Optimization exercise on an open flow, not production practice. RTL: at most simulated, not proved equivalent. Power: default activity.

==> flow/design.v <==
module sse_acc (
	input  logic        clk,
	input  logic        rst,
	input  logic        ps1,
	input  logic [7:0]  pe1,
	input  logic [24:0] pu1,
	input  logic        v5,
	input  logic        l5,
	output logic        out_valid,
	output logic [31:0] Y
);
	localparam logic [31:0] NAN = 32'h7f800001;
	logic [31:0] acc;
	logic        v6, l6, fresh;
	logic        ps;
	logic [7:0]  pe;
	logic        pNaN, pInf;   
	logic [23:0] yp;
	logic [3:0]  shH;    
	logic [7:0]  shL;    
	logic        selP;
	logic        as;
	logic [7:0]  ae;
	logic [22:0] af;
	assign {as, ae, af} = acc;
	logic aNaN, aInf, aZ, pZ;
	assign aNaN = (&ae) & (|af);
	assign aInf = (&ae) & ~(|af);
	assign aZ = fresh | ~(|ae);
	assign pZ = ~(|pe);
	logic normal;
	assign normal = ~aZ & ~aNaN & ~aInf & ~pNaN & ~pInf & ~pZ;
	logic [23:0] ya;
	logic [24:0] S, S1;
	logic        ovf;
	logic [7:0]  E, E1;
	logic [23:0] ma, yh;
	assign ma = {1'b1, af};
	always_comb begin
		for (int i = 0; i < 24; i++) begin
			yh[i] = (shH[0] & ma[i]) | (shH[1] & (i + 8 < 24 ? ma[(i + 8) % 24] : 1'b0))
				| (shH[2] & (i + 16 < 24 ? ma[(i + 16) % 24] : 1'b0));
			ya[i] = 0;
			for (int j = 0; j < 8; j++)
				if (i + j < 24) ya[i] = ya[i] | (shL[j] & yh[i + j]);
		end
	end
	sse_cadd #(.W(24), .L(5)) add (.a(ya), .b(yp), .s0(S), .s1(S1));
	assign ovf = S[24];
	assign E = selP ? pe : ae;
	assign E1 = E + 8'd1;
	logic [31:0] nres, pval, res;
	logic        selN, selA, selP2, selNaN;
	assign nres = ovf ? {as, E1, S1[23:1]} : {as, E, S[22:0]};
	assign pval = {ps, pe, aZ ? yp[22:0] : 23'd0};
	assign selN = v6 & normal;
	assign selNaN = v6 & (aZ ? pNaN : (aNaN | pNaN | (aInf & pInf & (as != ps))));
	assign selA = ~v6 | (~aZ & ~aNaN & ~pNaN & (aInf ? (~pInf | (as == ps)) : (~pInf & pZ)));
	assign selP2 = v6 & (aZ ? (~pNaN & ~pZ) : (~aNaN & ~pNaN & ~aInf & pInf));
	assign res = ({32{selN}} & nres) | ({32{selA}} & acc) | ({32{selP2}} & pval) | ({32{selNaN}} & NAN);
	logic [25:0] pinc;
	logic [22:0] f1n;
	logic [23:0] m1n;
	logic [7:0]  e1n;
	sse_inc #(.W(25), .L(5)) inc1 (.a(pu1), .s(pinc));
	assign f1n = pu1[24] ? pinc[23:1] : pu1[22:0];
	assign m1n = {1'b1, f1n};
	assign e1n = pe1;
	logic [23:0] yp0, yp1;
	logic [8:0]  dP0, dA0;
	logic [4:0]  shA0, shA1;
	logic        sel0, sel1, inc;
	logic       ebP;
	logic [8:0] dPa, dPp, dAa, dAp;
	assign ebP = v6 & (aZ | selP);
	assign dPa = {1'b0, ae} - {1'b0, e1n};
	assign dPp = {1'b0, pe} - {1'b0, e1n};
	assign dAa = {1'b0, e1n} - {1'b0, ae};
	assign dAp = {1'b0, e1n} - {1'b0, pe};
	assign dP0 = ebP ? dPp : dPa;
	assign dA0 = ebP ? dAp : dAa;
	assign inc = v6 & ~aZ & ~pZ & ovf;
	assign sel0 = dP0[8];
	assign sel1 = sel0 & (dA0 != 9'd1);
	assign yp0 = sel0 ? m1n : (dP0[7:0] > 8'd23) ? 24'd0 : (m1n >> dP0[4:0]);
	assign yp1 = sel0 ? m1n : {1'b0, yp0[23:1]};
	assign shA0 = ~sel0 ? 5'd0 : (dA0[7:0] > 8'd23) ? 5'd24 : dA0[4:0];
	assign shA1 = ~sel1 ? 5'd0 : (dA0[7:0] > 8'd24) ? 5'd24 : (dA0[4:0] - 5'd1);
	logic azn;
	assign azn = v6 ? (l6 | (aZ & pZ)) : aZ;
	logic [23:0] ypc0, ypc1;
	logic [3:0]  shH0, shH1;
	logic [7:0]  shL0, shL1;
	assign ypc0 = azn ? m1n : yp0;
	assign ypc1 = azn ? m1n : yp1;
	assign shH0 = {1'b0, shA0[4:3] == 2'd2, shA0[4:3] == 2'd1, shA0[4:3] == 2'd0};
	assign shH1 = {1'b0, shA1[4:3] == 2'd2, shA1[4:3] == 2'd1, shA1[4:3] == 2'd0};
	always_comb
		for (int j = 0; j < 8; j++) begin
			shL0[j] = (shA0[2:0] == j);
			shL1[j] = (shA1[2:0] == j);
		end
	always_ff @(posedge clk) begin
		ps <= ps1;
		pe <= e1n;
		pNaN <= (&e1n) & (|f1n);
		pInf <= (&e1n) & ~(|f1n);
		l6 <= l5;
		acc <= res;
		selP <= inc ? sel1 : sel0;
		shH <= inc ? shH1 : shH0;
		shL <= inc ? shL1 : shL0;
		yp <= inc ? ypc1 : ypc0;
		if (rst) begin
			v6 <= 0;
			fresh <= 1;
			out_valid <= 0;
		end
		else begin
			v6 <= v5;
			if (v6) fresh <= l6;
			out_valid <= v6 & l6;
		end
	end
	assign Y = acc;
endmodule
module sse_cadd #(parameter int W = 24, parameter int L = 5) (
	input  logic [W-1:0] a,
	input  logic [W-1:0] b,
	output logic [W:0]   s0,
	output logic [W:0]   s1
);
	logic [W-1:0] g [0:L];
	logic [W-1:0] t [0:L];
	logic [W-1:0] h;
	assign g[0] = a & b;
	assign t[0] = a | b;
	assign h = a ^ b;
	genvar l, i;
	generate
		for (l = 0; l < L; l++) begin : g_lvl
			for (i = 0; i < W; i++) begin : g_bit
				if (i >= (1 << l)) begin : g_op
					assign g[l + 1][i] = g[l][i] | (t[l][i] & g[l][i - (1 << l)]);
					assign t[l + 1][i] = t[l][i] & t[l][i - (1 << l)];
				end
				else begin : g_pass
					assign g[l + 1][i] = g[l][i];
					assign t[l + 1][i] = t[l][i];
				end
			end
		end
	endgenerate
	assign s0 = {g[L][W-1], h ^ {g[L][W-2:0], 1'b0}};
	assign s1 = {g[L][W-1] | t[L][W-1], h ^ {g[L][W-2:0] | t[L][W-2:0], 1'b1}};
endmodule
module sse_add #(parameter int W = 24, parameter int L = 5) (
	input  logic [W-1:0] a,
	input  logic [W-1:0] b,
	input  logic         ci,
	output logic [W:0]   s
);
	logic [W:0] g [0:L];
	logic [W:0] p [0:L];
	assign g[0] = {a & b, ci};
	assign p[0] = {a ^ b, 1'b0};
	genvar l, i;
	generate
		for (l = 0; l < L; l++) begin : g_lvl
			for (i = 0; i <= W; i++) begin : g_bit
				if ((i >> l) & 1) begin : g_op
					assign g[l + 1][i] = g[l][i] | (p[l][i] & g[l][((i >> l) << l) - 1]);
					assign p[l + 1][i] = p[l][i] & p[l][((i >> l) << l) - 1];
				end
				else begin : g_pass
					assign g[l + 1][i] = g[l][i];
					assign p[l + 1][i] = p[l][i];
				end
			end
		end
	endgenerate
	assign s = {g[L][W], p[0][W:1] ^ g[L][W-1:0]};
endmodule
module sse_inc #(parameter int W = 24, parameter int L = 5) (
	input  logic [W-1:0] a,
	output logic [W:0]   s
);
	logic [W-1:0] p [0:L];
	assign p[0] = a;
	genvar l, i;
	generate
		for (l = 0; l < L; l++) begin : g_lvl
			for (i = 0; i < W; i++) begin : g_bit
				if ((i >> l) & 1) begin : g_op
					assign p[l + 1][i] = p[l][i] & p[l][((i >> l) << l) - 1];
				end
				else begin : g_pass
					assign p[l + 1][i] = p[l][i];
				end
			end
		end
	endgenerate
	assign s = {p[L][W-1], a ^ {p[L][W-2:0], 1'b1}};
endmodule
module sse_sq_tree (
	input  logic [22:0] f,
	output logic [47:0] q0,
	output logic [47:0] q1
);
	wire t1 = ~(~(f[0] & f[17]) ^ ~(f[1] & f[16]));
	wire t2 = ~(f[0] & f[17]) | ~(f[1] & f[16]);
	wire t3 = ~(~(f[0] & f[18]) ^ ~(f[1] & f[17]));
	wire t4 = ~(f[0] & f[18]) | ~(f[1] & f[17]);
	wire t5, t6;
	sse_fa ut5 (.a(~(f[0] & f[19])), .b(~(f[1] & f[18])), .c(~(f[2] & f[17])), .s(t5), .co(t6));
	wire t7 = ~(~(f[3] & f[16]) ^ ~(f[4] & f[15]));
	wire t8 = ~(f[3] & f[16]) | ~(f[4] & f[15]);
	wire t9, t10;
	sse_fa ut9 (.a(~(f[0] & f[20])), .b(~(f[1] & f[19])), .c(~(f[2] & f[18])), .s(t9), .co(t10));
	wire t11 = ~(~(f[3] & f[17]) ^ ~(f[4] & f[16]));
	wire t12 = ~(f[3] & f[17]) | ~(f[4] & f[16]);
	wire t13, t14;
	sse_fa ut13 (.a(~(f[0] & f[21])), .b(~(f[1] & f[20])), .c(~(f[2] & f[19])), .s(t13), .co(t14));
	wire t15, t16;
	sse_fa ut15 (.a(~(f[3] & f[18])), .b(~(f[4] & f[17])), .c(~(f[5] & f[16])), .s(t15), .co(t16));
	wire t17 = ~(~(f[6] & f[15]) ^ ~(f[7] & f[14]));
	wire t18 = ~(f[6] & f[15]) | ~(f[7] & f[14]);
	wire t19, t20;
	sse_fa ut19 (.a(~(f[0] & f[22])), .b(~(f[1] & f[21])), .c(~(f[2] & f[20])), .s(t19), .co(t20));
	wire t21, t22;
	sse_fa ut21 (.a(~(f[3] & f[19])), .b(~(f[4] & f[18])), .c(~(f[5] & f[17])), .s(t21), .co(t22));
	wire t23 = ~(~(f[6] & f[16]) ^ ~(f[7] & f[15]));
	wire t24 = ~(f[6] & f[16]) | ~(f[7] & f[15]);
	wire t25, t26;
	sse_fa ut25 (.a(~f[0]), .b(~(f[1] & f[22])), .c(~(f[2] & f[21])), .s(t25), .co(t26));
	wire t27, t28;
	sse_fa ut27 (.a(~(f[3] & f[20])), .b(~(f[4] & f[19])), .c(~(f[5] & f[18])), .s(t27), .co(t28));
	wire t29, t30;
	sse_fa ut29 (.a(~(f[6] & f[17])), .b(~(f[7] & f[16])), .c(~(f[8] & f[15])), .s(t29), .co(t30));
	wire t31 = ~(~(f[9] & f[14]) ^ ~(f[10] & f[13]));
	wire t32 = ~(f[9] & f[14]) | ~(f[10] & f[13]);
	wire t33, t34;
	sse_fa ut33 (.a(~f[1]), .b(~(f[2] & f[22])), .c(~(f[3] & f[21])), .s(t33), .co(t34));
	wire t35, t36;
	sse_fa ut35 (.a(~(f[4] & f[20])), .b(~(f[5] & f[19])), .c(~(f[6] & f[18])), .s(t35), .co(t36));
	wire t37, t38;
	sse_fa ut37 (.a(~(f[7] & f[17])), .b(~(f[8] & f[16])), .c(~(f[9] & f[15])), .s(t37), .co(t38));
	wire t39, t40;
	sse_fa ut39 (.a(~f[2]), .b(~(f[3] & f[22])), .c(~(f[4] & f[21])), .s(t39), .co(t40));
	wire t41, t42;
	sse_fa ut41 (.a(~(f[5] & f[20])), .b(~(f[6] & f[19])), .c(~(f[7] & f[18])), .s(t41), .co(t42));
	wire t43, t44;
	sse_fa ut43 (.a(~(f[8] & f[17])), .b(~(f[9] & f[16])), .c(~(f[10] & f[15])), .s(t43), .co(t44));
	wire t45, t46;
	sse_fa ut45 (.a(~f[3]), .b(~(f[4] & f[22])), .c(~(f[5] & f[21])), .s(t45), .co(t46));
	wire t47, t48;
	sse_fa ut47 (.a(~(f[6] & f[20])), .b(~(f[7] & f[19])), .c(~(f[8] & f[18])), .s(t47), .co(t48));
	wire t49, t50;
	sse_fa ut49 (.a(~f[4]), .b(~(f[5] & f[22])), .c(~(f[6] & f[21])), .s(t49), .co(t50));
	wire t51, t52;
	sse_fa ut51 (.a(~(f[7] & f[20])), .b(~(f[8] & f[19])), .c(~(f[9] & f[18])), .s(t51), .co(t52));
	wire t53, t54;
	sse_fa ut53 (.a(~f[5]), .b(~(f[6] & f[22])), .c(~(f[7] & f[21])), .s(t53), .co(t54));
	wire t55, t56;
	sse_fa ut55 (.a(~f[6]), .b(~(f[7] & f[22])), .c(~(f[8] & f[21])), .s(t55), .co(t56));
	wire t57 = ~(~(f[0] & f[11]) ^ ~(f[1] & f[10]));
	wire t58 = ~(f[0] & f[11]) | ~(f[1] & f[10]);
	wire t59 = ~(~(f[0] & f[12]) ^ ~(f[1] & f[11]));
	wire t60 = ~(f[0] & f[12]) | ~(f[1] & f[11]);
	wire t61, t62;
	sse_fa ut61 (.a(~(f[0] & f[13])), .b(~(f[1] & f[12])), .c(~(f[2] & f[11])), .s(t61), .co(t62));
	wire t63 = ~(~(f[3] & f[10]) ^ ~(f[4] & f[9]));
	wire t64 = ~(f[3] & f[10]) | ~(f[4] & f[9]);
	wire t65, t66;
	sse_fa ut65 (.a(~(f[0] & f[14])), .b(~(f[1] & f[13])), .c(~(f[2] & f[12])), .s(t65), .co(t66));
	wire t67 = ~(~(f[3] & f[11]) ^ ~(f[4] & f[10]));
	wire t68 = ~(f[3] & f[11]) | ~(f[4] & f[10]);
	wire t69, t70;
	sse_fa ut69 (.a(~(f[0] & f[15])), .b(~(f[1] & f[14])), .c(~(f[2] & f[13])), .s(t69), .co(t70));
	wire t71, t72;
	sse_fa ut71 (.a(~(f[3] & f[12])), .b(~(f[4] & f[11])), .c(~(f[5] & f[10])), .s(t71), .co(t72));
	wire t73 = ~(~(f[6] & f[9]) ^ ~(f[7] & f[8]));
	wire t74 = ~(f[6] & f[9]) | ~(f[7] & f[8]);
	wire t75, t76;
	sse_fa ut75 (.a(~(f[0] & f[16])), .b(~(f[1] & f[15])), .c(~(f[2] & f[14])), .s(t75), .co(t76));
	wire t77, t78;
	sse_fa ut77 (.a(~(f[3] & f[13])), .b(~(f[4] & f[12])), .c(~(f[5] & f[11])), .s(t77), .co(t78));
	wire t79 = ~(~(f[6] & f[10]) ^ ~(f[7] & f[9]));
	wire t80 = ~(f[6] & f[10]) | ~(f[7] & f[9]);
	wire t81, t82;
	sse_fa ut81 (.a(t1), .b(~(f[2] & f[15])), .c(~(f[3] & f[14])), .s(t81), .co(t82));
	wire t83, t84;
	sse_fa ut83 (.a(~(f[4] & f[13])), .b(~(f[5] & f[12])), .c(~(f[6] & f[11])), .s(t83), .co(t84));
	wire t85, t86;
	sse_fa ut85 (.a(~(f[7] & f[10])), .b(~(f[8] & f[9])), .c(~f[9]), .s(t85), .co(t86));
	wire t87, t88;
	sse_fa ut87 (.a(t2), .b(t3), .c(~(f[2] & f[16])), .s(t87), .co(t88));
	wire t89, t90;
	sse_fa ut89 (.a(~(f[3] & f[15])), .b(~(f[4] & f[14])), .c(~(f[5] & f[13])), .s(t89), .co(t90));
	wire t91, t92;
	sse_fa ut91 (.a(~(f[6] & f[12])), .b(~(f[7] & f[11])), .c(~(f[8] & f[10])), .s(t91), .co(t92));
	wire t93, t94;
	sse_fa ut93 (.a(t4), .b(t5), .c(t7), .s(t93), .co(t94));
	wire t95, t96;
	sse_fa ut95 (.a(~(f[5] & f[14])), .b(~(f[6] & f[13])), .c(~(f[7] & f[12])), .s(t95), .co(t96));
	wire t97, t98;
	sse_fa ut97 (.a(~(f[8] & f[11])), .b(~(f[9] & f[10])), .c(~f[10]), .s(t97), .co(t98));
	wire t99, t100;
	sse_fa ut99 (.a(t6), .b(t8), .c(t9), .s(t99), .co(t100));
	wire t101, t102;
	sse_fa ut101 (.a(t11), .b(~(f[5] & f[15])), .c(~(f[6] & f[14])), .s(t101), .co(t102));
	wire t103, t104;
	sse_fa ut103 (.a(~(f[7] & f[13])), .b(~(f[8] & f[12])), .c(~(f[9] & f[11])), .s(t103), .co(t104));
	wire t105, t106;
	sse_fa ut105 (.a(t10), .b(t12), .c(t13), .s(t105), .co(t106));
	wire t107, t108;
	sse_fa ut107 (.a(t15), .b(t17), .c(~(f[8] & f[13])), .s(t107), .co(t108));
	wire t109, t110;
	sse_fa ut109 (.a(~(f[9] & f[12])), .b(~(f[10] & f[11])), .c(~f[11]), .s(t109), .co(t110));
	wire t111, t112;
	sse_fa ut111 (.a(t14), .b(t16), .c(t18), .s(t111), .co(t112));
	wire t113, t114;
	sse_fa ut113 (.a(t19), .b(t21), .c(t23), .s(t113), .co(t114));
	wire t115, t116;
	sse_fa ut115 (.a(~(f[8] & f[14])), .b(~(f[9] & f[13])), .c(~(f[10] & f[12])), .s(t115), .co(t116));
	wire t117, t118;
	sse_fa ut117 (.a(t20), .b(t22), .c(t24), .s(t117), .co(t118));
	wire t119, t120;
	sse_fa ut119 (.a(t25), .b(t27), .c(t29), .s(t119), .co(t120));
	wire t121, t122;
	sse_fa ut121 (.a(t31), .b(~(f[11] & f[12])), .c(~f[12]), .s(t121), .co(t122));
	wire t123, t124;
	sse_fa ut123 (.a(t26), .b(t28), .c(t30), .s(t123), .co(t124));
	wire t125, t126;
	sse_fa ut125 (.a(t32), .b(t33), .c(t35), .s(t125), .co(t126));
	wire t127, t128;
	sse_fa ut127 (.a(t37), .b(~(f[10] & f[14])), .c(~(f[11] & f[13])), .s(t127), .co(t128));
	wire t129, t130;
	sse_fa ut129 (.a(t34), .b(t36), .c(t38), .s(t129), .co(t130));
	wire t131, t132;
	sse_fa ut131 (.a(t39), .b(t41), .c(t43), .s(t131), .co(t132));
	wire t133, t134;
	sse_fa ut133 (.a(~(f[11] & f[14])), .b(~(f[12] & f[13])), .c(~f[13]), .s(t133), .co(t134));
	wire t135, t136;
	sse_fa ut135 (.a(t40), .b(t42), .c(t44), .s(t135), .co(t136));
	wire t137, t138;
	sse_fa ut137 (.a(t45), .b(t47), .c(~(f[9] & f[17])), .s(t137), .co(t138));
	wire t139, t140;
	sse_fa ut139 (.a(~(f[10] & f[16])), .b(~(f[11] & f[15])), .c(~(f[12] & f[14])), .s(t139), .co(t140));
	wire t141, t142;
	sse_fa ut141 (.a(t46), .b(t48), .c(t49), .s(t141), .co(t142));
	wire t143, t144;
	sse_fa ut143 (.a(t51), .b(~(f[10] & f[17])), .c(~(f[11] & f[16])), .s(t143), .co(t144));
	wire t145, t146;
	sse_fa ut145 (.a(~(f[12] & f[15])), .b(~(f[13] & f[14])), .c(~f[14]), .s(t145), .co(t146));
	wire t147, t148;
	sse_fa ut147 (.a(t50), .b(t52), .c(t53), .s(t147), .co(t148));
	wire t149, t150;
	sse_fa ut149 (.a(~(f[8] & f[20])), .b(~(f[9] & f[19])), .c(~(f[10] & f[18])), .s(t149), .co(t150));
	wire t151, t152;
	sse_fa ut151 (.a(~(f[11] & f[17])), .b(~(f[12] & f[16])), .c(~(f[13] & f[15])), .s(t151), .co(t152));
	wire t153, t154;
	sse_fa ut153 (.a(t54), .b(t55), .c(~(f[9] & f[20])), .s(t153), .co(t154));
	wire t155, t156;
	sse_fa ut155 (.a(~(f[10] & f[19])), .b(~(f[11] & f[18])), .c(~(f[12] & f[17])), .s(t155), .co(t156));
	wire t157, t158;
	sse_fa ut157 (.a(~(f[13] & f[16])), .b(~(f[14] & f[15])), .c(~f[15]), .s(t157), .co(t158));
	wire t159, t160;
	sse_fa ut159 (.a(t56), .b(~f[7]), .c(~(f[8] & f[22])), .s(t159), .co(t160));
	wire t161, t162;
	sse_fa ut161 (.a(~(f[9] & f[21])), .b(~(f[10] & f[20])), .c(~(f[11] & f[19])), .s(t161), .co(t162));
	wire t163, t164;
	sse_fa ut163 (.a(~(f[12] & f[18])), .b(~(f[13] & f[17])), .c(~(f[14] & f[16])), .s(t163), .co(t164));
	wire t165, t166;
	sse_fa ut165 (.a(~f[8]), .b(~(f[9] & f[22])), .c(~(f[10] & f[21])), .s(t165), .co(t166));
	wire t167, t168;
	sse_fa ut167 (.a(~(f[11] & f[20])), .b(~(f[12] & f[19])), .c(~(f[13] & f[18])), .s(t167), .co(t168));
	wire t169, t170;
	sse_fa ut169 (.a(~(f[14] & f[17])), .b(~(f[15] & f[16])), .c(~f[16]), .s(t169), .co(t170));
	wire t171, t172;
	sse_fa ut171 (.a(~f[9]), .b(~(f[10] & f[22])), .c(~(f[11] & f[21])), .s(t171), .co(t172));
	wire t173, t174;
	sse_fa ut173 (.a(~(f[12] & f[20])), .b(~(f[13] & f[19])), .c(~(f[14] & f[18])), .s(t173), .co(t174));
	wire t175, t176;
	sse_fa ut175 (.a(~f[10]), .b(~(f[11] & f[22])), .c(~(f[12] & f[21])), .s(t175), .co(t176));
	wire t177, t178;
	sse_fa ut177 (.a(~(f[13] & f[20])), .b(~(f[14] & f[19])), .c(~(f[15] & f[18])), .s(t177), .co(t178));
	wire t179, t180;
	sse_fa ut179 (.a(~f[11]), .b(~(f[12] & f[22])), .c(~(f[13] & f[21])), .s(t179), .co(t180));
	wire t181, t182;
	sse_fa ut181 (.a(~f[12]), .b(~(f[13] & f[22])), .c(~(f[14] & f[21])), .s(t181), .co(t182));
	wire t183 = ~(~(f[0] & f[7]) ^ ~(f[1] & f[6]));
	wire t184 = ~(f[0] & f[7]) | ~(f[1] & f[6]);
	wire t185 = ~(~(f[0] & f[8]) ^ ~(f[1] & f[7]));
	wire t186 = ~(f[0] & f[8]) | ~(f[1] & f[7]);
	wire t187, t188;
	sse_fa ut187 (.a(~(f[0] & f[9])), .b(~(f[1] & f[8])), .c(~(f[2] & f[7])), .s(t187), .co(t188));
	wire t189 = ~(~(f[3] & f[6]) ^ ~(f[4] & f[5]));
	wire t190 = ~(f[3] & f[6]) | ~(f[4] & f[5]);
	wire t191, t192;
	sse_fa ut191 (.a(~(f[0] & f[10])), .b(~(f[1] & f[9])), .c(~(f[2] & f[8])), .s(t191), .co(t192));
	wire t193 = ~(~(f[3] & f[7]) ^ ~(f[4] & f[6]));
	wire t194 = ~(f[3] & f[7]) | ~(f[4] & f[6]);
	wire t195, t196;
	sse_fa ut195 (.a(t57), .b(~(f[2] & f[9])), .c(~(f[3] & f[8])), .s(t195), .co(t196));
	wire t197, t198;
	sse_fa ut197 (.a(~(f[4] & f[7])), .b(~(f[5] & f[6])), .c(~f[6]), .s(t197), .co(t198));
	wire t199, t200;
	sse_fa ut199 (.a(t58), .b(t59), .c(~(f[2] & f[10])), .s(t199), .co(t200));
	wire t201, t202;
	sse_fa ut201 (.a(~(f[3] & f[9])), .b(~(f[4] & f[8])), .c(~(f[5] & f[7])), .s(t201), .co(t202));
	wire t203, t204;
	sse_fa ut203 (.a(t60), .b(t61), .c(t63), .s(t203), .co(t204));
	wire t205, t206;
	sse_fa ut205 (.a(~(f[5] & f[8])), .b(~(f[6] & f[7])), .c(~f[7]), .s(t205), .co(t206));
	wire t207, t208;
	sse_fa ut207 (.a(t62), .b(t64), .c(t65), .s(t207), .co(t208));
	wire t209, t210;
	sse_fa ut209 (.a(t67), .b(~(f[5] & f[9])), .c(~(f[6] & f[8])), .s(t209), .co(t210));
	wire t211, t212;
	sse_fa ut211 (.a(t66), .b(t68), .c(t69), .s(t211), .co(t212));
	wire t213, t214;
	sse_fa ut213 (.a(t71), .b(t73), .c(~f[8]), .s(t213), .co(t214));
	wire t215, t216;
	sse_fa ut215 (.a(t70), .b(t72), .c(t74), .s(t215), .co(t216));
	wire t217, t218;
	sse_fa ut217 (.a(t75), .b(t77), .c(t79), .s(t217), .co(t218));
	wire t219, t220;
	sse_fa ut219 (.a(t76), .b(t78), .c(t80), .s(t219), .co(t220));
	wire t221, t222;
	sse_fa ut221 (.a(t81), .b(t83), .c(t85), .s(t221), .co(t222));
	wire t223, t224;
	sse_fa ut223 (.a(t82), .b(t84), .c(t86), .s(t223), .co(t224));
	wire t225, t226;
	sse_fa ut225 (.a(t87), .b(t89), .c(t91), .s(t225), .co(t226));
	wire t227, t228;
	sse_fa ut227 (.a(t88), .b(t90), .c(t92), .s(t227), .co(t228));
	wire t229, t230;
	sse_fa ut229 (.a(t93), .b(t95), .c(t97), .s(t229), .co(t230));
	wire t231, t232;
	sse_fa ut231 (.a(t94), .b(t96), .c(t98), .s(t231), .co(t232));
	wire t233, t234;
	sse_fa ut233 (.a(t99), .b(t101), .c(t103), .s(t233), .co(t234));
	wire t235, t236;
	sse_fa ut235 (.a(t100), .b(t102), .c(t104), .s(t235), .co(t236));
	wire t237, t238;
	sse_fa ut237 (.a(t105), .b(t107), .c(t109), .s(t237), .co(t238));
	wire t239, t240;
	sse_fa ut239 (.a(t106), .b(t108), .c(t110), .s(t239), .co(t240));
	wire t241, t242;
	sse_fa ut241 (.a(t111), .b(t113), .c(t115), .s(t241), .co(t242));
	wire t243, t244;
	sse_fa ut243 (.a(t112), .b(t114), .c(t116), .s(t243), .co(t244));
	wire t245, t246;
	sse_fa ut245 (.a(t117), .b(t119), .c(t121), .s(t245), .co(t246));
	wire t247, t248;
	sse_fa ut247 (.a(t118), .b(t120), .c(t122), .s(t247), .co(t248));
	wire t249, t250;
	sse_fa ut249 (.a(t123), .b(t125), .c(t127), .s(t249), .co(t250));
	wire t251, t252;
	sse_fa ut251 (.a(t124), .b(t126), .c(t128), .s(t251), .co(t252));
	wire t253, t254;
	sse_fa ut253 (.a(t129), .b(t131), .c(t133), .s(t253), .co(t254));
	wire t255, t256;
	sse_fa ut255 (.a(t130), .b(t132), .c(t134), .s(t255), .co(t256));
	wire t257, t258;
	sse_fa ut257 (.a(t135), .b(t137), .c(t139), .s(t257), .co(t258));
	wire t259, t260;
	sse_fa ut259 (.a(t136), .b(t138), .c(t140), .s(t259), .co(t260));
	wire t261, t262;
	sse_fa ut261 (.a(t141), .b(t143), .c(t145), .s(t261), .co(t262));
	wire t263, t264;
	sse_fa ut263 (.a(t142), .b(t144), .c(t146), .s(t263), .co(t264));
	wire t265, t266;
	sse_fa ut265 (.a(t147), .b(t149), .c(t151), .s(t265), .co(t266));
	wire t267, t268;
	sse_fa ut267 (.a(t148), .b(t150), .c(t152), .s(t267), .co(t268));
	wire t269, t270;
	sse_fa ut269 (.a(t153), .b(t155), .c(t157), .s(t269), .co(t270));
	wire t271, t272;
	sse_fa ut271 (.a(t154), .b(t156), .c(t158), .s(t271), .co(t272));
	wire t273, t274;
	sse_fa ut273 (.a(t159), .b(t161), .c(t163), .s(t273), .co(t274));
	wire t275, t276;
	sse_fa ut275 (.a(t160), .b(t162), .c(t164), .s(t275), .co(t276));
	wire t277, t278;
	sse_fa ut277 (.a(t165), .b(t167), .c(t169), .s(t277), .co(t278));
	wire t279, t280;
	sse_fa ut279 (.a(t166), .b(t168), .c(t170), .s(t279), .co(t280));
	wire t281, t282;
	sse_fa ut281 (.a(t171), .b(t173), .c(~(f[15] & f[17])), .s(t281), .co(t282));
	wire t283, t284;
	sse_fa ut283 (.a(t172), .b(t174), .c(t175), .s(t283), .co(t284));
	wire t285, t286;
	sse_fa ut285 (.a(t177), .b(~(f[16] & f[17])), .c(~f[17]), .s(t285), .co(t286));
	wire t287, t288;
	sse_fa ut287 (.a(t176), .b(t178), .c(t179), .s(t287), .co(t288));
	wire t289, t290;
	sse_fa ut289 (.a(~(f[14] & f[20])), .b(~(f[15] & f[19])), .c(~(f[16] & f[18])), .s(t289), .co(t290));
	wire t291, t292;
	sse_fa ut291 (.a(t180), .b(t181), .c(~(f[15] & f[20])), .s(t291), .co(t292));
	wire t293, t294;
	sse_fa ut293 (.a(~(f[16] & f[19])), .b(~(f[17] & f[18])), .c(~f[18]), .s(t293), .co(t294));
	wire t295, t296;
	sse_fa ut295 (.a(t182), .b(~f[13]), .c(~(f[14] & f[22])), .s(t295), .co(t296));
	wire t297, t298;
	sse_fa ut297 (.a(~(f[15] & f[21])), .b(~(f[16] & f[20])), .c(~(f[17] & f[19])), .s(t297), .co(t298));
	wire t299, t300;
	sse_fa ut299 (.a(~f[14]), .b(~(f[15] & f[22])), .c(~(f[16] & f[21])), .s(t299), .co(t300));
	wire t301, t302;
	sse_fa ut301 (.a(~(f[17] & f[20])), .b(~(f[18] & f[19])), .c(~f[19]), .s(t301), .co(t302));
	wire t303, t304;
	sse_fa ut303 (.a(~f[15]), .b(~(f[16] & f[22])), .c(~(f[17] & f[21])), .s(t303), .co(t304));
	wire t305, t306;
	sse_fa ut305 (.a(~f[16]), .b(~(f[17] & f[22])), .c(~(f[18] & f[21])), .s(t305), .co(t306));
	wire t307 = ~(~(f[0] & f[5]) ^ ~(f[1] & f[4]));
	wire t308 = ~(f[0] & f[5]) | ~(f[1] & f[4]);
	wire t309 = ~(~(f[0] & f[6]) ^ ~(f[1] & f[5]));
	wire t310 = ~(f[0] & f[6]) | ~(f[1] & f[5]);
	wire t311, t312;
	sse_fa ut311 (.a(t183), .b(~(f[2] & f[5])), .c(~(f[3] & f[4])), .s(t311), .co(t312));
	wire t313, t314;
	sse_fa ut313 (.a(t184), .b(t185), .c(~(f[2] & f[6])), .s(t313), .co(t314));
	wire t315, t316;
	sse_fa ut315 (.a(t186), .b(t187), .c(t189), .s(t315), .co(t316));
	wire t317, t318;
	sse_fa ut317 (.a(t188), .b(t190), .c(t191), .s(t317), .co(t318));
	wire t319, t320;
	sse_fa ut319 (.a(t192), .b(t194), .c(t195), .s(t319), .co(t320));
	wire t321, t322;
	sse_fa ut321 (.a(t196), .b(t198), .c(t199), .s(t321), .co(t322));
	wire t323, t324;
	sse_fa ut323 (.a(t200), .b(t202), .c(t203), .s(t323), .co(t324));
	wire t325, t326;
	sse_fa ut325 (.a(t204), .b(t206), .c(t207), .s(t325), .co(t326));
	wire t327, t328;
	sse_fa ut327 (.a(t208), .b(t210), .c(t211), .s(t327), .co(t328));
	wire t329, t330;
	sse_fa ut329 (.a(t212), .b(t214), .c(t215), .s(t329), .co(t330));
	wire t331, t332;
	sse_fa ut331 (.a(t216), .b(t218), .c(t219), .s(t331), .co(t332));
	wire t333, t334;
	sse_fa ut333 (.a(t220), .b(t222), .c(t223), .s(t333), .co(t334));
	wire t335, t336;
	sse_fa ut335 (.a(t224), .b(t226), .c(t227), .s(t335), .co(t336));
	wire t337, t338;
	sse_fa ut337 (.a(t228), .b(t230), .c(t231), .s(t337), .co(t338));
	wire t339, t340;
	sse_fa ut339 (.a(t232), .b(t234), .c(t235), .s(t339), .co(t340));
	wire t341, t342;
	sse_fa ut341 (.a(t236), .b(t238), .c(t239), .s(t341), .co(t342));
	wire t343, t344;
	sse_fa ut343 (.a(t240), .b(t242), .c(t243), .s(t343), .co(t344));
	wire t345, t346;
	sse_fa ut345 (.a(t244), .b(t246), .c(t247), .s(t345), .co(t346));
	wire t347, t348;
	sse_fa ut347 (.a(t248), .b(t250), .c(t251), .s(t347), .co(t348));
	wire t349, t350;
	sse_fa ut349 (.a(t252), .b(t254), .c(t255), .s(t349), .co(t350));
	wire t351, t352;
	sse_fa ut351 (.a(t256), .b(t258), .c(t259), .s(t351), .co(t352));
	wire t353, t354;
	sse_fa ut353 (.a(t260), .b(t262), .c(t263), .s(t353), .co(t354));
	wire t355, t356;
	sse_fa ut355 (.a(t264), .b(t266), .c(t267), .s(t355), .co(t356));
	wire t357, t358;
	sse_fa ut357 (.a(t268), .b(t270), .c(t271), .s(t357), .co(t358));
	wire t359, t360;
	sse_fa ut359 (.a(t272), .b(t274), .c(t275), .s(t359), .co(t360));
	wire t361, t362;
	sse_fa ut361 (.a(t276), .b(t278), .c(t279), .s(t361), .co(t362));
	wire t363, t364;
	sse_fa ut363 (.a(t280), .b(t282), .c(t283), .s(t363), .co(t364));
	wire t365, t366;
	sse_fa ut365 (.a(t284), .b(t286), .c(t287), .s(t365), .co(t366));
	wire t367, t368;
	sse_fa ut367 (.a(t288), .b(t290), .c(t291), .s(t367), .co(t368));
	wire t369, t370;
	sse_fa ut369 (.a(t292), .b(t294), .c(t295), .s(t369), .co(t370));
	wire t371, t372;
	sse_fa ut371 (.a(t296), .b(t298), .c(t299), .s(t371), .co(t372));
	wire t373, t374;
	sse_fa ut373 (.a(t300), .b(t302), .c(t303), .s(t373), .co(t374));
	wire t375, t376;
	sse_fa ut375 (.a(t304), .b(t305), .c(~(f[19] & f[20])), .s(t375), .co(t376));
	wire t377, t378;
	sse_fa ut377 (.a(t306), .b(~f[17]), .c(~(f[18] & f[22])), .s(t377), .co(t378));
	wire t379, t380;
	sse_fa ut379 (.a(~f[18]), .b(~(f[19] & f[22])), .c(~(f[20] & f[21])), .s(t379), .co(t380));
	wire t381 = ~(~(f[0] & f[3]) ^ ~(f[1] & f[2]));
	wire t382 = ~(f[0] & f[3]) | ~(f[1] & f[2]);
	wire t383 = ~(~(f[0] & f[4]) ^ ~(f[1] & f[3]));
	wire t384 = ~(f[0] & f[4]) | ~(f[1] & f[3]);
	wire t385, t386;
	sse_fa ut385 (.a(t307), .b(~(f[2] & f[3])), .c(~f[3]), .s(t385), .co(t386));
	wire t387, t388;
	sse_fa ut387 (.a(t308), .b(t309), .c(~(f[2] & f[4])), .s(t387), .co(t388));
	wire t389, t390;
	sse_fa ut389 (.a(t310), .b(t311), .c(~f[4]), .s(t389), .co(t390));
	wire t391, t392;
	sse_fa ut391 (.a(t312), .b(t313), .c(~(f[3] & f[5])), .s(t391), .co(t392));
	wire t393, t394;
	sse_fa ut393 (.a(t314), .b(t315), .c(~f[5]), .s(t393), .co(t394));
	wire t395, t396;
	sse_fa ut395 (.a(t316), .b(t317), .c(t193), .s(t395), .co(t396));
	wire t397, t398;
	sse_fa ut397 (.a(t318), .b(t319), .c(t197), .s(t397), .co(t398));
	wire t399, t400;
	sse_fa ut399 (.a(t320), .b(t321), .c(t201), .s(t399), .co(t400));
	wire t401, t402;
	sse_fa ut401 (.a(t322), .b(t323), .c(t205), .s(t401), .co(t402));
	wire t403, t404;
	sse_fa ut403 (.a(t324), .b(t325), .c(t209), .s(t403), .co(t404));
	wire t405, t406;
	sse_fa ut405 (.a(t326), .b(t327), .c(t213), .s(t405), .co(t406));
	wire t407, t408;
	sse_fa ut407 (.a(t328), .b(t329), .c(t217), .s(t407), .co(t408));
	wire t409, t410;
	sse_fa ut409 (.a(t330), .b(t331), .c(t221), .s(t409), .co(t410));
	wire t411, t412;
	sse_fa ut411 (.a(t332), .b(t333), .c(t225), .s(t411), .co(t412));
	wire t413, t414;
	sse_fa ut413 (.a(t334), .b(t335), .c(t229), .s(t413), .co(t414));
	wire t415, t416;
	sse_fa ut415 (.a(t336), .b(t337), .c(t233), .s(t415), .co(t416));
	wire t417, t418;
	sse_fa ut417 (.a(t338), .b(t339), .c(t237), .s(t417), .co(t418));
	wire t419, t420;
	sse_fa ut419 (.a(t340), .b(t341), .c(t241), .s(t419), .co(t420));
	wire t421, t422;
	sse_fa ut421 (.a(t342), .b(t343), .c(t245), .s(t421), .co(t422));
	wire t423, t424;
	sse_fa ut423 (.a(t344), .b(t345), .c(t249), .s(t423), .co(t424));
	wire t425, t426;
	sse_fa ut425 (.a(t346), .b(t347), .c(t253), .s(t425), .co(t426));
	wire t427, t428;
	sse_fa ut427 (.a(t348), .b(t349), .c(t257), .s(t427), .co(t428));
	wire t429, t430;
	sse_fa ut429 (.a(t350), .b(t351), .c(t261), .s(t429), .co(t430));
	wire t431, t432;
	sse_fa ut431 (.a(t352), .b(t353), .c(t265), .s(t431), .co(t432));
	wire t433, t434;
	sse_fa ut433 (.a(t354), .b(t355), .c(t269), .s(t433), .co(t434));
	wire t435, t436;
	sse_fa ut435 (.a(t356), .b(t357), .c(t273), .s(t435), .co(t436));
	wire t437, t438;
	sse_fa ut437 (.a(t358), .b(t359), .c(t277), .s(t437), .co(t438));
	wire t439, t440;
	sse_fa ut439 (.a(t360), .b(t361), .c(t281), .s(t439), .co(t440));
	wire t441, t442;
	sse_fa ut441 (.a(t362), .b(t363), .c(t285), .s(t441), .co(t442));
	wire t443, t444;
	sse_fa ut443 (.a(t364), .b(t365), .c(t289), .s(t443), .co(t444));
	wire t445, t446;
	sse_fa ut445 (.a(t366), .b(t367), .c(t293), .s(t445), .co(t446));
	wire t447, t448;
	sse_fa ut447 (.a(t368), .b(t369), .c(t297), .s(t447), .co(t448));
	wire t449, t450;
	sse_fa ut449 (.a(t370), .b(t371), .c(t301), .s(t449), .co(t450));
	wire t451, t452;
	sse_fa ut451 (.a(t372), .b(t373), .c(~(f[18] & f[20])), .s(t451), .co(t452));
	wire t453, t454;
	sse_fa ut453 (.a(t374), .b(t375), .c(~f[20]), .s(t453), .co(t454));
	wire t455, t456;
	sse_fa ut455 (.a(t376), .b(t377), .c(~(f[19] & f[21])), .s(t455), .co(t456));
	wire t457, t458;
	sse_fa ut457 (.a(t378), .b(t379), .c(~f[21]), .s(t457), .co(t458));
	wire t459, t460;
	sse_fa ut459 (.a(t380), .b(~f[19]), .c(~(f[20] & f[22])), .s(t459), .co(t460));
	wire t461, t462;
	sse_fa ut461 (.a(~f[20]), .b(~(f[21] & f[22])), .c(~f[22]), .s(t461), .co(t462));
	assign q0[0] = ~f[0];
	assign q1[0] = 1'b1;
	assign q0[1] = 1'b1;
	assign q1[1] = 1'b1;
	assign q0[2] = ~(f[0] & f[1]);
	assign q1[2] = ~f[1];
	assign q0[3] = ~(f[0] & f[2]);
	assign q1[3] = 1'b1;
	assign q0[4] = t381;
	assign q1[4] = ~f[2];
	assign q0[5] = t382;
	assign q1[5] = t383;
	assign q0[6] = t384;
	assign q1[6] = t385;
	assign q0[7] = t386;
	assign q1[7] = t387;
	assign q0[8] = t388;
	assign q1[8] = t389;
	assign q0[9] = t390;
	assign q1[9] = t391;
	assign q0[10] = t392;
	assign q1[10] = t393;
	assign q0[11] = t394;
	assign q1[11] = t395;
	assign q0[12] = t396;
	assign q1[12] = t397;
	assign q0[13] = t398;
	assign q1[13] = t399;
	assign q0[14] = t400;
	assign q1[14] = t401;
	assign q0[15] = t402;
	assign q1[15] = t403;
	assign q0[16] = t404;
	assign q1[16] = t405;
	assign q0[17] = t406;
	assign q1[17] = t407;
	assign q0[18] = t408;
	assign q1[18] = t409;
	assign q0[19] = t410;
	assign q1[19] = t411;
	assign q0[20] = t412;
	assign q1[20] = t413;
	assign q0[21] = t414;
	assign q1[21] = t415;
	assign q0[22] = t416;
	assign q1[22] = t417;
	assign q0[23] = t418;
	assign q1[23] = t419;
	assign q0[24] = t420;
	assign q1[24] = t421;
	assign q0[25] = t422;
	assign q1[25] = t423;
	assign q0[26] = t424;
	assign q1[26] = t425;
	assign q0[27] = t426;
	assign q1[27] = t427;
	assign q0[28] = t428;
	assign q1[28] = t429;
	assign q0[29] = t430;
	assign q1[29] = t431;
	assign q0[30] = t432;
	assign q1[30] = t433;
	assign q0[31] = t434;
	assign q1[31] = t435;
	assign q0[32] = t436;
	assign q1[32] = t437;
	assign q0[33] = t438;
	assign q1[33] = t439;
	assign q0[34] = t440;
	assign q1[34] = t441;
	assign q0[35] = t442;
	assign q1[35] = t443;
	assign q0[36] = t444;
	assign q1[36] = t445;
	assign q0[37] = t446;
	assign q1[37] = t447;
	assign q0[38] = t448;
	assign q1[38] = t449;
	assign q0[39] = t450;
	assign q1[39] = t451;
	assign q0[40] = t452;
	assign q1[40] = t453;
	assign q0[41] = t454;
	assign q1[41] = t455;
	assign q0[42] = t456;
	assign q1[42] = t457;
	assign q0[43] = t458;
	assign q1[43] = t459;
	assign q0[44] = t460;
	assign q1[44] = t461;
	assign q0[45] = t462;
	assign q1[45] = ~f[21];
	assign q0[46] = 1'b0;
	assign q1[46] = ~f[22];
	assign q0[47] = 1'b1;
	assign q1[47] = 1'b1;
endmodule
module sse_sq_sum (
	input  logic [47:0] q0,
	input  logic [47:0] q1,
	output logic [47:0] P
);
	logic [48:0] s;
	sse_add #(.W(48), .L(6)) add (.a(q0), .b(q1), .ci(1'b1), .s(s));
	assign P = ~s[47:0];
endmodule
module sse_fa (
	input  logic a, b, c,
	output logic s, co
);
	assign s = a ^ b ^ c;
	assign co = (a & b) | (a & c) | (b & c);
endmodule
module SSE (
	input  logic        clk,
	input  logic        rst,
	input  logic        in_valid,
	input  logic        in_last,
	input  logic [31:0] A,
	input  logic [31:0] B,
	output logic        in_ready,
	output logic        out_valid,
	output logic [31:0] Y
);
	localparam logic [31:0] NAN = 32'h7f800001;
	logic v0, v2, v3, v4, v5;
	logic l0, l2, l3, l4, l5;
	always_ff @(posedge clk) begin
		if (rst) begin
			in_ready <= 0;
			{v0, v2, v3, v4, v5} <= 0;
		end
		else begin
			in_ready <= 1;
			v0 <= in_valid & in_ready;
			{v2, v3, v4, v5} <= {v0, v2, v3, v4};
		end
		{l0, l2, l3, l4, l5} <= {in_last, l0, l2, l3, l4};
	end
	logic        sA, sB;
	logic [7:0]  eA, eB;
	logic [22:0] fA, fB;
	assign {sA, eA, fA} = A;
	assign {sB, eB, fB} = B;
	logic nanA, nanB, infA, infB, zA, zB;
	assign nanA = (&eA) & (|fA);
	assign nanB = (&eB) & (|fB);
	assign infA = (&eA) & ~(|fA);
	assign infB = (&eB) & ~(|fB);
	assign zA = ~(|eA);
	assign zB = ~(|eB);
	logic spec, isNaN, kill, ssgn;
	assign spec = zA | zB | (&eA) | (&eB);
	assign isNaN = nanA | nanB | (infA & infB & (sA != sB));
	assign kill = isNaN | (zA & zB);
	always_comb begin
		if (nanA | nanB) ssgn = 0;
		else if (infA & infB) ssgn = (sA == sB) ? sA : 1'b0;
		else if (infA) ssgn = sA;
		else if (infB) ssgn = sB;
		else if (zA & zB) ssgn = 0;
		else if (zA) ssgn = ~sB;
		else ssgn = sA;
	end
	logic [8:0]  dAB;
	logic [7:0]  dBA;
	logic        aLess, eEq, fLess, swp;
	assign dAB = {1'b0, eA} - {1'b0, eB};
	assign dBA = eB - eA;
	assign aLess = dAB[8];
	assign eEq = (eA == eB);
	assign fLess = fA < fB;
	assign swp = A[30:0] < B[30:0];    
	logic [22:0] x0, y0;
	logic [4:0]  k0;
	logic [7:0]  e0;
	logic        s0, sub0;
	always_ff @(posedge clk) begin
		y0 <= swp ? fA : fB;
		x0 <= kill ? {22'd0, isNaN} : swp ? fB : fA;
		e0 <= aLess ? eB : eA;
		if (spec) begin
			k0 <= 5'd24;
			s0 <= ssgn;
			sub0 <= 0;
		end
		else begin
			k0 <= aLess ? ((dBA > 8'd23) ? 5'd24 : dBA[4:0]) : ((dAB[7:0] > 8'd23) ? 5'd24 : dAB[4:0]);
			s0 <= (sA == sB) ? (swp ^ sA) : sA;
			sub0 <= (sA == sB);
		end
	end
	logic [23:0] y1;
	assign y1 = {1'b1, y0} >> k0;
	logic [24:0] sum2;
	sse_add #(.W(24), .L(5)) add1 (.a({1'b1, x0}), .b(sub0 ? ~y1 : y1), .ci(sub0), .s(sum2));
	logic [24:0] r2;
	logic [7:0]  e2;
	logic        s2, sub2;
	always_ff @(posedge clk) begin
		r2 <= {sum2[24] & ~sub0, sum2[23:0]};
		e2 <= e0;
		s2 <= s0;
		sub2 <= sub0;
	end
	logic [24:0] inc3;
	logic [25:0] inc3x;
	assign inc3 = inc3x[24:0];
	sse_inc #(.W(25), .L(5)) inc1 (.a(r2), .s(inc3x));
	logic [31:0] zx;
	logic [7:0]  nz1;
	logic [15:0] nc1;
	logic [3:0]  nz2;
	logic [11:0] nc2;
	logic [1:0]  nz3;
	logic [7:0]  nc3;
	logic [4:0]  lz;
	assign zx = {r2[23:0], 8'hff};
	genvar gi;
	generate
		for (gi = 0; gi < 8; gi++) begin : g_l1
			logic [3:0] q;
			assign q = zx[4 * gi +: 4];
			assign nz1[gi] = |q;
			assign nc1[2 * gi +: 2] = q[3] ? 2'd0 : q[2] ? 2'd1 : q[1] ? 2'd2 : 2'd3;
		end
		for (gi = 0; gi < 4; gi++) begin : g_l2
			assign nz2[gi] = nz1[2 * gi + 1] | nz1[2 * gi];
			assign nc2[3 * gi +: 3] = nz1[2 * gi + 1] ? {1'b0, nc1[4 * gi + 2 +: 2]} : {1'b1, nc1[4 * gi +: 2]};
		end
		for (gi = 0; gi < 2; gi++) begin : g_l3
			assign nz3[gi] = nz2[2 * gi + 1] | nz2[2 * gi];
			assign nc3[4 * gi +: 4] = nz2[2 * gi + 1] ? {1'b0, nc2[6 * gi + 3 +: 3]} : {1'b1, nc2[6 * gi +: 3]};
		end
	endgenerate
	assign lz = nz3[1] ? {1'b0, nc3[7:4]} : {1'b1, nc3[3:0]};
	logic [23:0] n1;
	assign n1 = r2[23:0] << lz;
	logic        s3;
	logic [7:0]  e3;
	logic [4:0]  lz3;
	logic [22:0] f3;
	always_ff @(posedge clk) begin
		if (sub2) begin
			if (r2[23:0] == 0) begin
				s3 <= 0;
				e3 <= 0;
				lz3 <= 0;
			end
			else begin
				s3 <= s2;
				e3 <= e2;
				lz3 <= lz;
			end
			f3 <= n1[22:0];
		end
		else begin
			s3 <= s2;
			e3 <= r2[24] ? e2 + 8'd1 : e2;
			lz3 <= 0;
			f3 <= r2[24] ? inc3[23:1] : r2[22:0];
		end
	end
	logic        sd;
	logic [7:0]  ed;
	logic [22:0] fd;
	assign sd = s3;
	assign ed = e3 - {3'd0, lz3};
	assign fd = f3;
	logic [9:0] ex4;
	assign ex4 = {1'b0, ed, 1'b0} - 10'd127;
	logic [47:0] q0, q1;
	sse_sq_tree sq (.f(fd), .q0(q0), .q1(q1));
	logic spec4, ssp4, esp4, nsp4;
	always_comb begin
		spec4 = 1;
		ssp4 = 0;
		esp4 = 1;
		nsp4 = 0;
		if ((&ed) & (|fd)) nsp4 = 1;
		else if (&ed) ssp4 = sd;
		else if (~(|ed)) esp4 = 0;
		else if (~ex4[9] & (ex4[8:0] > 9'd254)) ;
		else if (ex4[9] | (ex4 == 0)) esp4 = 0;
		else spec4 = 0;
	end
	logic [47:0] r40, r41;
	logic [7:0]  e4;
	logic        spec5i, ssp5i, esp5i, nsp5i;
	always_ff @(posedge clk) begin
		r40 <= q0;
		r41 <= q1;
		e4 <= ex4[7:0];
		spec5i <= spec4;
		ssp5i <= ssp4;
		esp5i <= esp4;
		nsp5i <= nsp4;
	end
	logic [47:0] P;
	logic [24:0] U;
	sse_sq_sum sqs (.q0(r40), .q1(r41), .P(P));
	assign U = P[47:23];
	logic        ps5;
	logic [7:0]  pe5;
	logic [24:0] pu5;
	always_comb begin
		if (spec5i) begin
			ps5 = ssp5i;
			pe5 = {8{esp5i}};
			pu5 = {24'd0, nsp5i};
		end
		else begin
			ps5 = 0;
			pe5 = U[24] ? e4 + 8'd1 : e4;
			pu5 = U;
		end
	end
	logic        ps1;
	logic [7:0]  pe1;
	logic [24:0] pu1;
	always_ff @(posedge clk) begin
		ps1 <= ps5;
		pe1 <= pe5;
		pu1 <= pu5;
	end
	sse_acc acc (
		.clk(clk), .rst(rst),
		.ps1(ps1), .pe1(pe1), .pu1(pu1), .v5(v5), .l5(l5),
		.out_valid(out_valid), .Y(Y)
	);
endmodule
==> flow/flow/run.sh <==
#!/bin/bash
set -euo pipefail
bash standard.sh SETUP_SLACK_MARGIN=6.0 "BUFFER_PORTS_ARGS=-buffer_cell sky130_fd_sc_hd__buf_1" finish > standard.log 2>&1
==> flow/standard.sh <==
#!/bin/bash
# synth_recipe.tcl (not shown) runs the flow's synth.tcl, then flattens the netlist and writes it again
# the make line also repeats each setting of config.mk as NAME=value (left out here)
make -C /OpenROAD-flow-scripts/flow DESIGN_CONFIG=/design/flow/config.mk WORK_HOME=/design/flow/orfs CLKGATE_MAP_FILE= SYNTH_SCRIPT=/design/flow/synth_recipe.tcl "${@:-finish}"
==> flow/config.mk <==
export PLATFORM = sky130hd
export DESIGN_NAME = SSE
export DESIGN_NICKNAME = SSE
export VERILOG_FILES = /design/flow/design.v
export SDC_FILE = /design/flow/constraint.sdc
export NUM_CORES = 4
export LEC_CHECK = 0
export CAP_MARGIN = 20
export CORE_MARGIN = 2
export CORE_UTILIZATION = 55
export CTS_CLUSTER_DIAMETER = 100
export CTS_CLUSTER_SIZE = 26
export PLACE_DENSITY = 0.72
export SETUP_SLACK_MARGIN = 5
export SLEW_MARGIN = 20
export SYNTH_HIERARCHICAL = 1
export SYNTH_MINIMUM_KEEP_SIZE = 0
==> flow/constraint.sdc <==
create_clock -name core_clock -period 10.0 [get_ports {clk}]
set_input_delay 2.0000 -clock core_clock [delete_from_list [all_inputs] [get_ports {clk}]]
set_output_delay 2.0000 -clock core_clock [all_outputs]
set_load 0.01 [all_outputs]
==> impl_results.html, run 1 <==
<table>
<tr><th>Metric</th><th>Value</th></tr>
<tr><th colspan="2">Clock network</th></tr>
<tr><td>CTS Buffer Depth</td><td>3</td></tr>
<tr><td>CTS tree</td><td>yes</td></tr>
<tr><td>Total of hold buffers inserted after clock tree synthesis</td><td>0</td></tr>
<tr><td>Clock slew at the register clock pins of the worst setup and hold paths</td><td>100 ps</td></tr>
<tr><td>Latest clock arrival within the worst-skew pair</td><td>590 ps</td></tr>
<tr><td>Root cell of the clock tree</td><td>sky130_fd_sc_hd__clkbuf_16</td></tr>
<tr><td>CTS H-Tree Depth</td><td>1</td></tr>
<tr><td>Clock tree sinks</td><td>368</td></tr>
<tr><td>Cts bufs inserted</td><td>22</td></tr>
<tr><th colspan="2">Global routing</th></tr>
<tr><td>Via count of the first global-routing pass</td><td>25,900</td></tr>
<tr><td>Maximum number of pins on one net before global-route repair</td><td>39</td></tr>
<tr><td>Total global routing overflow</td><td>0</td></tr>
<tr><td>Number of antenna violations at the first check in global routing</td><td>1</td></tr>
<tr><td>GRT Resource Usage Total</td><td>0.282</td></tr>
<tr><td>First-pass GRT wire length</td><td>139,000 µm</td></tr>
<tr><th colspan="2">Placed design</th></tr>
<tr><td>Total of buffers placed on input and output ports</td><td>101</td></tr>
<tr><td>Minimum setup slack after placement</td><td>4540 ps</td></tr>
<tr><td>Placer congestion estimate</td><td>0.976</td></tr>
<tr><td>Post-DP HPWL</td><td>65,000 µm</td></tr>
<tr><td>Count of placed standard cells including taps</td><td>4,280</td></tr>
<tr><th colspan="2">Routing</th></tr>
<tr><td>Routed wire length on met2</td><td>41,200 µm</td></tr>
<tr><td>Post-Route WL</td><td>89,000 µm</td></tr>
<tr><td>Highest metal layer used by the detailed router</td><td>met4</td></tr>
<tr><td>Count of routing violations after the opening detailed-route iteration</td><td>2,697</td></tr>
<tr><td>DR pass1 iterations</td><td>8</td></tr>
<tr><td>Number of vias after detailed routing</td><td>27,000</td></tr>
<tr><td>Remaining design rule violation count</td><td>0</td></tr>
<tr><td>Final routed wire length divided by cell count</td><td>20.3 µm</td></tr>
<tr><td>Sum of routed wire segments on met1</td><td>37,200 µm</td></tr>
<tr><td>Average via count per standard cell</td><td>6.17</td></tr>
<tr><td>Routed length on met3</td><td>6720 µm</td></tr>
<tr><td>Antenna-violating nets left</td><td>0</td></tr>
<tr><th colspan="2">Floorplanning</th></tr>
<tr><td>Initial Utilization</td><td>0.558</td></tr>
<tr><td>Vertical die dimension</td><td>246 µm</td></tr>
<tr><td>Overall die width</td><td>246 µm</td></tr>
<tr><td>Number of primary I/O pins</td><td>102</td></tr>
<tr><td>Standard-cell rows</td><td>88</td></tr>
<tr><td>Die footprint</td><td>60,800 µm²</td></tr>
<tr><td>Area inside the core boundary</td><td>57,900 µm²</td></tr>
<tr><th colspan="2">Min path</th></tr>
<tr><td>Worst min path class</td><td>flip-flop to flip-flop</td></tr>
<tr><th colspan="2">Power</th></tr>
<tr><td>Standby leakage power</td><td>0.0138 µW</td></tr>
<tr><td>Total power draw</td><td>12,600 µW</td></tr>
<tr><td>Power per Cell Area</td><td>362 nW/µm²</td></tr>
<tr><td>Maximum ir drop on the vdd rail</td><td>0.258 mV</td></tr>
<tr><th colspan="2">Setup path</th></tr>
<tr><td>Arrival time of data at the critical path endpoint</td><td>4470 ps</td></tr>
<tr><td>Number of buffer and inverter instances along the worst setup path</td><td>3</td></tr>
<tr><td>Crit path cell chain</td><td>buf_2 &gt; inv_1 &gt; ha_1 &gt; nand4_1 &gt; or4_4 &gt; or3_4 &gt; o221ai_4 &gt; buf_4 &gt; mux2i_2 &gt; nor2_1</td></tr>
<tr><td>Worst Path Class, Setup</td><td>primary input to flip-flop</td></tr>
<tr><td>Critical Path Sink Type</td><td>flip-flop</td></tr>
<tr><td>Worst path slowest cell</td><td>sky130_fd_sc_hd__or4_4</td></tr>
<tr><td>Critical path startpoint category</td><td>primary input</td></tr>
<tr><td>Required time at the endpoint of the critical path</td><td>10,450 ps</td></tr>
<tr><td>Crit path max fanout</td><td>8</td></tr>
<tr><td>Top Family by Delay on Critical Path</td><td>simple AND/OR/NAND/NOR gates</td></tr>
<tr><td>Delay of the slowest critical-path stage</td><td>530 ps</td></tr>
<tr><th colspan="2">Timing</th></tr>
<tr><td>Max Slew Vio Count</td><td>0</td></tr>
<tr><td>Tcrit/Tclk final</td><td>0.402</td></tr>
<tr><td>Count of endpoints failing setup in the final report</td><td>0</td></tr>
<tr><td>Fin Clk Skew</td><td>38.4 ps</td></tr>
<tr><td>Relative max-transition margin</td><td>0.242</td></tr>
<tr><td>Accumulated negative setup slack</td><td>0 ps</td></tr>
<tr><td>Actual transition at the worst max-transition pin</td><td>1140 ps</td></tr>
<tr><td>RSZ-0062 raised after global routing</td><td>true</td></tr>
<tr><td>Worst setup margin</td><td>5980 ps</td></tr>
<tr><td>Max Clk Rate</td><td>249 MHz</td></tr>
<tr><td>Number of hold-slack violations in the final timing report</td><td>0</td></tr>
<tr><td>Minimum period implied by the final worst setup slack</td><td>4020 ps</td></tr>
<tr><th colspan="2">Final layout</th></tr>
<tr><td>Final nets</td><td>4,103</td></tr>
<tr><td>Share of final-layout standard cells stronger than drive strength 1</td><td>0.131</td></tr>
<tr><td>Area growth syn-to-layout</td><td>7.78%</td></tr>
<tr><td>Number of inserted filler cells in the final layout</td><td>5,086</td></tr>
<tr><td>Final Non-Filler Cells</td><td>4,377</td></tr>
<tr><th colspan="2">Synthesis</th></tr>
<tr><td>Average cell area after synthesis</td><td>8.88 µm²</td></tr>
<tr><td>Total number of yosys warnings</td><td>19</td></tr>
<tr><td>Cell count after synthesis</td><td>3,643</td></tr>
<tr><td>Area of the mapped netlist</td><td>32,300 µm²</td></tr>
<tr><th colspan="2">Run status</th></tr>
<tr><td>Outcome</td><td>no timing/DRC/antenna violations</td></tr>
<tr><th colspan="2">Flow run</th></tr>
<tr><td>Max-cap viol count</td><td>0</td></tr>
</table>
## metal layers
metal,vias up,global-route usage
met5,-,0
met4,0,0.116
met3,217,0.0432
met2,1173,0.458
met1,13000,0.377
li1,12600,-
## repair_timing
action / 4_1_cts / 5_1_grt
cloned: 4 / 7
setup endpoints to repair: 134 / 126
resized for setup: 115 / 133
hold endpoints to repair: 0 / 0
pin swaps: 17 / 39
buffers inserted: 15 / 34
## through the flow
stage / hold slack, ps / utilization / instance area, µm²
floorplan: 310 / - / 32500
global placement: 310 / 0.562 / 32600
detailed placement: 312 / 0.562 / 32600
CTS: 333 / 0.586 / 33900
global route: 340 / 0.602 / 34900
finish: 330 / 0.602 / 34900
## registers in the layout, summed over array words and instances, names as in the netlist, 3 cells and up
signal	flops
acc.pe	8
k0	5
x0	23
y0	23
pe1	8
lz3	5
r2	25
r40	48
acc.acc	32
e0	8
f3	23
e4	7
pu1	25
r41	48
acc.shH	3
e3	8
e2	8
acc.yp	24
acc.shL	8
## final cells by class
class / instances / area (µm²) / share of cell area
clock inverters: 12 / 161 / 0.00463
well taps: 765 / 957 / 0.0275
diodes: 1 / 2.50 / 0.0000718
repair inverters: 1 / 5.00 / 0.000144
inverters: 291 / 1120 / 0.0322
flip-flops and latches: 368 / 7440 / 0.214
multi-input cells: 2721 / 23300 / 0.667
repair buffers: 194 / 1310 / 0.0376
clock buffers: 24 / 589 / 0.0169
## layout by cell type (no fill, tap or decap), drive strengths merged, types with 35 or more instances in the layout
cell type and count:
nand3 69, xor2 83, a211oi 35, xnor2 94
a21oi 174, fa 222, o22ai 35, nor2 227
nor2b 59, o21ai 120, inv 289, ha 214
a21o 38, a22oi 48, mux2i 152, nand2 425
nor3 64, mux2 60, clkbuf 42, dfxtp 368
nor4 54, nand4 58, buf 175, and2 65
## final timing paths
check / from / endpoint / slack [ps] / cells after the start
worst min-delay path: l3 / l4 / 330 / 0
worst max-delay path: B[19] / x0[22] / 5980 / 10
worst max register to register: acc.acc[28] / acc.yp[2] / 6090 / 13
worst min register to register: l3 / l4 / 330 / 0
## power by group
group          switching [µW]  leakage (µW)  total [µW]  internal, µW
Combinational            5030        0.0103        8840          3810
Clock                     572      0.000360        1020           452
Sequential                640       0.00309        2750          2110
Total                    6240        0.0138       12600          6370
Testbench counts, summed over its fixed seeds: cycles 8,146, items 8,082.
==> inputs of run 2 (changes only) <==
--- a/flow/design.v
+++ b/flow/design.v
@@ -845,2 +845,3 @@
 	logic [22:0] x0, y0;
+	logic        h0;
 	logic [4:0]  k0;
@@ -849,7 +850,8 @@
 	always_ff @(posedge clk) begin
-		y0 <= swp ? fA : fB;
+		y0 <= spec ? 23'd0 : swp ? fA : fB;
+		h0 <= ~spec;
 		x0 <= kill ? {22'd0, isNaN} : swp ? fB : fA;
 		e0 <= aLess ? eB : eA;
+		k0 <= aLess ? ((dBA > 8'd23) ? 5'd24 : dBA[4:0]) : ((dAB[7:0] > 8'd23) ? 5'd24 : dAB[4:0]);
 		if (spec) begin
-			k0 <= 5'd24;
 			s0 <= ssgn;
@@ -858,3 +860,2 @@
 		else begin
-			k0 <= aLess ? ((dBA > 8'd23) ? 5'd24 : dBA[4:0]) : ((dAB[7:0] > 8'd23) ? 5'd24 : dAB[4:0]);
 			s0 <= (sA == sB) ? (swp ^ sA) : sA;
@@ -864,3 +865,3 @@
 	logic [23:0] y1;
-	assign y1 = {1'b1, y0} >> k0;
+	assign y1 = {h0, y0} >> k0;
 	logic [24:0] sum2;
==> impl_results.html, run 2 <==
<table>
<tr><th>Metric</th><th>Value</th></tr>
<tr><th colspan="2">Floorplanning</th></tr>
<tr><td>Area inside the core boundary</td><td>58,700 µm² (+1.3%)</td></tr>
<tr><td>Vertical die dimension</td><td>247 µm (+0.27%)</td></tr>
<tr><td>Number of primary I/O pins</td><td>102 (unchanged)</td></tr>
<tr><td>Standard-cell rows</td><td>89 (+1.1%)</td></tr>
<tr><td>Die footprint</td><td>61,100 µm² (+0.54%)</td></tr>
<tr><th colspan="2">Run status</th></tr>
<tr><td>Outcome</td><td>no timing/DRC/antenna violations</td></tr>
<tr><th colspan="2">Power</th></tr>
<tr><td>Standby leakage power</td><td>0.0141 µW (+2.2%)</td></tr>
<tr><td>Maximum ir drop on the vdd rail</td><td>0.304 mV (+18%)</td></tr>
<tr><th colspan="2">Routing</th></tr>
<tr><td>Remaining design rule violation count</td><td>0 (unchanged)</td></tr>
<tr><td>Number of vias after detailed routing</td><td>27,100 (+0.57%)</td></tr>
<tr><th colspan="2">Placed design</th></tr>
<tr><td>Cell Area, Placed</td><td>32,700 µm² (+0.55%)</td></tr>
<tr><td>Post-DP HPWL</td><td>63,900 µm (-1.7%)</td></tr>
<tr><td>Minimum setup slack after placement</td><td>4710 ps (+166 ps)</td></tr>
<tr><th colspan="2">Final layout</th></tr>
<tr><td>Registers with the most flip-flops</td><td>r40 x48, r41 x48, acc.acc x32</td></tr>
<tr><td>Share of final-layout standard cells stronger than drive strength 1</td><td>0.129 (-0.00169)</td></tr>
<tr><td>Final standard cell utilization of the core</td><td>0.598 (-0.00341)</td></tr>
<tr><td>Design Area, Final</td><td>35,100 µm² (+0.75%)</td></tr>
<tr><td>Number of inserted diodes</td><td>0 (-1)</td></tr>
<tr><th colspan="2">Global routing</th></tr>
<tr><td>GRT Resource Usage Total</td><td>0.279 (-0.00331)</td></tr>
<tr><td>Top Usage Layer GRT</td><td>met2</td></tr>
<tr><td>Maximum number of pins on one net before global-route repair</td><td>49 (+26%)</td></tr>
<tr><td>Grt met1 use</td><td>0.379 (+0.00189)</td></tr>
<tr><td>Via count of the first global-routing pass</td><td>25,700 (-0.60%)</td></tr>
<tr><td>First-pass GRT wire length</td><td>138,000 µm (-0.32%)</td></tr>
<tr><th colspan="2">Timing</th></tr>
<tr><td>Max Clk Rate</td><td>253 MHz (+1.8%)</td></tr>
<tr><td>Tcrit/Tclk final</td><td>0.395 (-0.00708)</td></tr>
<tr><td>Actual transition at the worst max-transition pin</td><td>1120 ps (-14.1 ps)</td></tr>
<tr><td>Worst setup margin</td><td>6050 ps (+70.8 ps)</td></tr>
<tr><td>RSZ-0062 raised after global routing</td><td>true</td></tr>
<tr><td>Accumulated negative setup slack</td><td>0 ps (unchanged)</td></tr>
<tr><td>Relative max-transition margin</td><td>0.246 (+0.00351)</td></tr>
<tr><td>Minimum hold slack</td><td>322 ps (-8.33 ps)</td></tr>
<tr><th colspan="2">Flow run</th></tr>
<tr><td>Max-cap viol count</td><td>0 (unchanged)</td></tr>
<tr><th colspan="2">Clock network</th></tr>
<tr><td>Clock tree sinks</td><td>369 (+0.27%)</td></tr>
<tr><td>Total of hold buffers inserted after clock tree synthesis</td><td>0 (unchanged)</td></tr>
<tr><td>Root cell of the clock tree</td><td>sky130_fd_sc_hd__clkbuf_16</td></tr>
<tr><td>CTS tree</td><td>yes</td></tr>
<tr><th colspan="2">Synthesis</th></tr>
<tr><td>Total number of yosys warnings</td><td>19 (unchanged)</td></tr>
<tr><td>Cell count after synthesis</td><td>3,677 (+0.93%)</td></tr>
<tr><td>Average cell area after synthesis</td><td>8.84 µm² (-0.38%)</td></tr>
<tr><td>Area of the mapped netlist</td><td>32,500 µm² (+0.55%)</td></tr>
<tr><th colspan="2">Setup path</th></tr>
<tr><td>Number of buffer and inverter instances along the worst setup path</td><td>3 (unchanged)</td></tr>
<tr><td>Arrival time of data at the critical path endpoint</td><td>4440 ps (-30 ps)</td></tr>
<tr><td>Worst path slowest cell</td><td>sky130_fd_sc_hd__or4_1</td></tr>
<tr><td>Critical path startpoint category</td><td>flip-flop</td></tr>
<tr><td>Crit path max fanout</td><td>7 (-1)</td></tr>
<tr><td>Delay of the slowest critical-path stage</td><td>490 ps (-40 ps)</td></tr>
<tr><td>Worst Path Class, Setup</td><td>flip-flop to flip-flop</td></tr>
<tr><th colspan="2">Min path</th></tr>
<tr><td>Worst min path class</td><td>flip-flop to flip-flop</td></tr>
</table>
run 2: changes by cell type in the layout (fill, tap and decap cells not counted), sizes merged, moves of 6 or more:
| cell | before | now |
|---|---|---|
| nor3 | 64 | 56 |
| nor4 | 54 | 62 |
| mux2 | 60 | 33 |
| mux2i | 152 | 196 |
| a22oi | 48 | 55 |
| clkbuf | 42 | 30 |
| buf | 175 | 215 |
| nor2 | 227 | 253 |
| or4 | 17 | 10 |
| o21ai | 120 | 113 |
| o221ai | 11 | 5 |
run 2: what timing repair did:
item | CTS | global route
pin swaps | 12 | 56
buffers inserted | 15 | 62
cloned | 4 | 5
resized for setup | 93 | 133
endpoints found under the setup margin | 123 | 133
run 2: final cells by class:
cell class / count / area [µm²]
tap: 773 / 967
sequential: 369 / 7470
clock buffer: 24 / 557
clock inverter: 10 / 128
timing repair buffer: 222 / 1470
multi-input combinational: 2757 / 23400
inverter: 284 / 1090
fill: 5087 / 23600
run 2: path summary, 6_finish.rpt:
kind / from / endpoint / slack, ps / cells after the start
max: acc.acc[30] / acc.yp[14] / 6050 / 16
min: e0[6] / e2[6] / 320 / 0
max reg2reg: acc.acc[30] / acc.yp[14] / 6050 / 16
min reg2reg: e0[6] / e2[6] / 320 / 0
run 2: per-stage QoR:
stage	std cells	power (µW)
global route	4439	14400
detailed placement	4319	11600
CTS	4372	12800
global placement	4319	11400
finish	4439	13000
floorplan	3682	11900
run 2: report_power, final:
group	leakage, µW	internal (µW)	total (µW)	switching (µW)
Sequential	0.00309	2140	2740	602
Clock	0.000335	423	972	549
Combinational	0.0106	4050	9300	5250
run 2: per-layer routing:
metal / vias up / wire length (µm)
met5: - / 13
met2: 1181 / 40900
met3: 254 / 6140
met1: 13000 / 36500
met4: 2 / 3750
li1: 12700 / -
Testbench counts of run 2, summed over its fixed seeds: cycles 8,146, items 8,082.
